Background: an optimization exercise with open tools, aiming at small area. Do not read the settings as production practice.
The RTL was checked by simulation tests, not by an equivalence proof against the original design.
Power is estimated from default activity; no workload was simulated.

==> flow/design.v (excerpt) <==
module rgb2YCbCr #(
parameter pix_per_clock = 4,
parameter data_width    = 8
)
(
input wire clk_in,
input wire reset,
input wire [(data_width*pix_per_clock*3)-1:0] rdata,
input wire rlast,
output reg rready,
input wire ruser,
input wire rvalid,
output reg [(data_width*pix_per_clock*3)-1:0] tdata,
output reg tlast,
input wire tready,
output reg tuser,
output reg tvalid
);
Size in the first run: roughly 410 flip-flops, about 200 I/O pins, ~19000 µm² of cells after synthesis.
export LEC_CHECK = 0
export CAP_MARGIN = 20
export CORE_MARGIN = 2
export CORE_UTILIZATION = 75
export SLEW_MARGIN = 20
export SYNTH_HIERARCHICAL = 1
export SYNTH_MINIMUM_KEEP_SIZE = 0
create_clock -name core_clock -period 5.0 [get_ports {clk_in}]
standard.sh (not shown) runs the stock make flow with config.mk's settings and CLKGATE_MAP_FILE= SYNTH_SCRIPT=/design/flow/synth_recipe.tcl, a recipe that flattens the netlist after the stock synthesis.
==> flow/flow/run.sh <==
#!/bin/bash
# Standard layout (the standard.sh, unchanged synthesis and floorplan) with two
# knobs passed through the environment:
#  - ports are buffered with the smallest buffer (buf_1) instead of the default choice;
#  - clock tree synthesis uses clkbuf_4 on clusters of up to 10 sinks and adds no dummy loads.
set -euo pipefail
cd "$(dirname "$0")/.."
export BUFFER_PORTS_ARGS="-buffer_cell sky130_fd_sc_hd__buf_1"
export CTS_ARGS="-sink_clustering_enable -repair_clock_nets -dont_use_dummy_load -sink_clustering_size 10 -sink_clustering_max_diameter 40 -buf_list sky130_fd_sc_hd__clkbuf_4"
bash standard.sh > standard.log 2>&1
Next try:
CORE_UTILIZATION = 70   (was 75)
Outcome: The new run went through all stages and came out clean. Non-clock buffer count goes down by 1. Cell area is about the same. Wire length goes down by 3.5%. Total power goes down by 0.85%.
Next try:
--- a/flow/flow/run.sh
+++ b/flow/flow/run.sh
@@ -8,2 +8,3 @@
 export BUFFER_PORTS_ARGS="-buffer_cell sky130_fd_sc_hd__buf_1"
+export GLOBAL_PLACEMENT_ARGS="-timing_driven_repair_tns_end_percent 0"
 export CTS_ARGS="-sink_clustering_enable -repair_clock_nets -dont_use_dummy_load -sink_clustering_size 10 -sink_clustering_max_diameter 40 -buf_list sky130_fd_sc_hd__clkbuf_4"
CORE_UTILIZATION = 75   (was 70)
The new run produced a clean layout. Die area goes down by about 6.5%. Wire length goes up by 3.6%. Worst hold slack gains 0.023 ns. Total power goes up by about 0.9%. Global-route usage goes up by 2.7 points. Non-clock buffer count grows by 1. Cell area barely changes.
Next try:
--- a/flow/flow/run.sh
+++ b/flow/flow/run.sh
@@ -8,3 +8,2 @@
 export BUFFER_PORTS_ARGS="-buffer_cell sky130_fd_sc_hd__buf_1"
-export GLOBAL_PLACEMENT_ARGS="-timing_driven_repair_tns_end_percent 0"
 export CTS_ARGS="-sink_clustering_enable -repair_clock_nets -dont_use_dummy_load -sink_clustering_size 10 -sink_clustering_max_diameter 40 -buf_list sky130_fd_sc_hd__clkbuf_4"
CORE_UTILIZATION = 85   (was 75)
With this change the flow produced a layout that fails on negative setup slack.
Clock power climbs by about 8%.
Critical path depth is unchanged.
Setup slack is worse by 0.36 ns.

Another version of the RTL of rgb2YCbCr (not shown whole).
For scale: roughly 1300 cells after synthesis, roughly 410 flip-flops, ~200 I/O pins, about 19000 um2 of cells after synthesis.
==> flow/config.mk <==
export PLATFORM = sky130hd
export DESIGN_NAME = rgb2YCbCr
export DESIGN_NICKNAME = rgb2YCbCr
export VERILOG_FILES = /design/flow/design.v
export SDC_FILE = /design/flow/constraint.sdc
export NUM_CORES = 4
export LEC_CHECK = 0
export CAP_MARGIN = 20
export CORE_MARGIN = 2
export CORE_UTILIZATION = 75
export SLEW_MARGIN = 20
export SYNTH_HIERARCHICAL = 1
export SYNTH_MINIMUM_KEEP_SIZE = 0
==> flow/constraint.sdc <==
create_clock -name core_clock -period 5.0 [get_ports {clk_in}]
set_input_delay 1.0000 -clock core_clock [delete_from_list [all_inputs] [get_ports {clk_in}]]
set_output_delay 1.0000 -clock core_clock [all_outputs]
set_load 0.01 [all_outputs]
==> flow/flow/run.sh <==
#!/bin/bash
# Standard layout (the standard.sh, unchanged synthesis and floorplan) with two
# knobs passed through the environment:
#  - ports are buffered with the smallest buffer (buf_1) instead of the default choice;
#  - clock tree synthesis uses clkbuf_8 on clusters of up to 20 sinks and adds no dummy loads.
set -euo pipefail
cd "$(dirname "$0")/.."
export BUFFER_PORTS_ARGS="-buffer_cell sky130_fd_sc_hd__buf_1"
export CTS_ARGS="-sink_clustering_enable -repair_clock_nets -dont_use_dummy_load -sink_clustering_size 12 -sink_clustering_max_diameter 45 -buf_list sky130_fd_sc_hd__clkbuf_4"
bash standard.sh > standard.log 2>&1
Change:
==> flow/flow/run.sh (replaced) <==
#!/bin/bash
# Standard layout (the standard.sh, unchanged synthesis and floorplan) with two
# knobs passed through the environment:
#  - ports are buffered with the smallest buffer (buf_1) instead of the default choice;
#  - clock tree synthesis clusters more sinks per buffer and adds no dummy loads.
set -euo pipefail
cd "$(dirname "$0")/.."
export BUFFER_PORTS_ARGS="-buffer_cell sky130_fd_sc_hd__buf_1"
export GPL_KEEP_OVERFLOW=0
export CTS_ARGS="-sink_clustering_enable -repair_clock_nets -dont_use_dummy_load -sink_clustering_size 20 -sink_clustering_max_diameter 60 -buf_list sky130_fd_sc_hd__clkbuf_8"
bash standard.sh > standard.log 2>&1
--- a/flow/config.mk
+++ b/flow/config.mk
@@ -8,5 +8,5 @@
 export CAP_MARGIN = 20
 export CORE_MARGIN = 2
-export CORE_UTILIZATION = 75
+export CORE_UTILIZATION = 60
 export SLEW_MARGIN = 20
 export SYNTH_HIERARCHICAL = 1
Final cell count came out higher by 3.0%.
Wire length came out lower by 5.4%.
Maximum frequency came out higher by 0.37%.
Change:
==> flow/run.sh (new file) <==
#!/bin/bash
# synth_recipe.tcl (not shown) runs the flow's synth.tcl, then flattens the netlist and writes it again
# the make line also repeats each setting of config.mk as NAME=value (left out here)
make -C /OpenROAD-flow-scripts/flow DESIGN_CONFIG=/design/flow/config.mk WORK_HOME=/design/flow/orfs CLKGATE_MAP_FILE= SYNTH_SCRIPT=/design/flow/synth_recipe.tcl finish
--- a/flow/config.mk
+++ b/flow/config.mk
@@ -8,5 +8,7 @@
 export CAP_MARGIN = 20
 export CORE_MARGIN = 2
-export CORE_UTILIZATION = 60
+export CORE_UTILIZATION = 40
+export CTS_BUF_LIST = sky130_fd_sc_hd__clkbuf_4
+export CTS_CLUSTER_SIZE = 30
 export SLEW_MARGIN = 20
 export SYNTH_HIERARCHICAL = 1
removed: flow/flow/run.sh
removed: flow/standard.sh
Outcome: The changed run produced a clean layout; design area came out higher by 11%; critical path depth does not change; clock power came out higher by 93%; flip-flop and latch count does not change; via count came out higher by 7.1%; worst hold slack is worse by 0.0037 ns; wire length came out higher by 12%; combinational power came out higher by 11%; die area came out higher by 49%; non-clock buffer count came out higher by 7; clock-buffer cell count came out higher by 112.
Change:
==> flow/flow/run.sh (new file) <==
#!/bin/bash
# Standard layout (the standard.sh, unchanged synthesis and floorplan) with two
# knobs passed through the environment:
#  - ports are buffered with the smallest buffer (buf_1) instead of the default choice;
#  - clock tree synthesis clusters more sinks per buffer and adds no dummy loads.
set -euo pipefail
cd "$(dirname "$0")/.."
export BUFFER_PORTS_ARGS="-buffer_cell sky130_fd_sc_hd__buf_1"
export CTS_ARGS="-sink_clustering_enable -repair_clock_nets -dont_use_dummy_load -sink_clustering_size 20 -sink_clustering_max_diameter 60 -buf_list sky130_fd_sc_hd__clkbuf_8"
bash standard.sh > standard.log 2>&1
==> flow/standard.sh (new file) <==
#!/bin/bash
# synth_recipe.tcl (not shown) runs the flow's synth.tcl, then flattens the netlist and writes it again
# the make line also repeats each setting of config.mk as NAME=value (left out here)
make -C /OpenROAD-flow-scripts/flow DESIGN_CONFIG=/design/flow/config.mk WORK_HOME=/design/flow/orfs CLKGATE_MAP_FILE= SYNTH_SCRIPT=/design/flow/synth_recipe.tcl "${@:-finish}"
--- a/flow/config.mk
+++ b/flow/config.mk
@@ -8,7 +8,5 @@
 export CAP_MARGIN = 20
 export CORE_MARGIN = 2
-export CORE_UTILIZATION = 40
-export CTS_BUF_LIST = sky130_fd_sc_hd__clkbuf_4
-export CTS_CLUSTER_SIZE = 30
+export CORE_UTILIZATION = 60
 export SLEW_MARGIN = 20
 export SYNTH_HIERARCHICAL = 1
removed: flow/run.sh
Outcome: Wire length went down by 10%; via count went down by 7.6%; combinational power went down by 9.2%; worst setup slack gets better by 0.016 ns; clock-buffer cell count went down by 112; non-clock buffer count went down by 3; power went down by 14%; cell count went down by 17%; area after synthesis is unchanged; worst hold slack gets better by 0.0077 ns; die area went down by 33%.

static timing again, ports no longer ideal:
In the flow no input, the clock included, has a driving cell. The finished layouts below were timed again as built, in two steps.
Step 1 sets driving cells, clkbuf_16 on the clock port and buf_2 on the other inputs (assumed; they add their load-dependent delay and slew).
Step 2 times the ports against the registers' clock, not the clock port: input delays grow and output delays shrink by t, the midpoint of the rising clock arrivals with the driver on.
Three values: ideal ports, drivers, drivers and shift; two values: the first two.
run | t (ns) | slack for setup (ns) | slew at the worst register clock pin (ns) | cell pins on the clock port's net
the first run of note 1 | 0.716 | 0.174 / 0.174 / 0.174 | 0.11 / 0.11 | 1
the second run of note 1 | 0.686 | 0.142 / 0.142 / 0.142 | 0.10 / 0.10 | 1
the third run of note 1 | 0.716 | 0.174 / 0.174 / 0.174 | 0.11 / 0.11 | 1
the fourth run of note 1 | 0.716 | -0.189 / -0.189 / -0.189 | 0.12 / 0.12 | 1
the first run of note 2 | 0.663 | 0.122 / 0.122 / 0.122 | 0.12 / 0.12 | 1
the second run of note 2 | 0.633 | 0.140 / 0.140 / 0.140 | 0.11 / 0.11 | 1
the third run of note 2 | 0.880 | 0.144 / 0.144 / 0.144 | 0.08 / 0.08 | 1
the fourth run of note 2 | 0.645 | 0.160 / 0.160 / 0.160 | 0.11 / 0.11 | 1
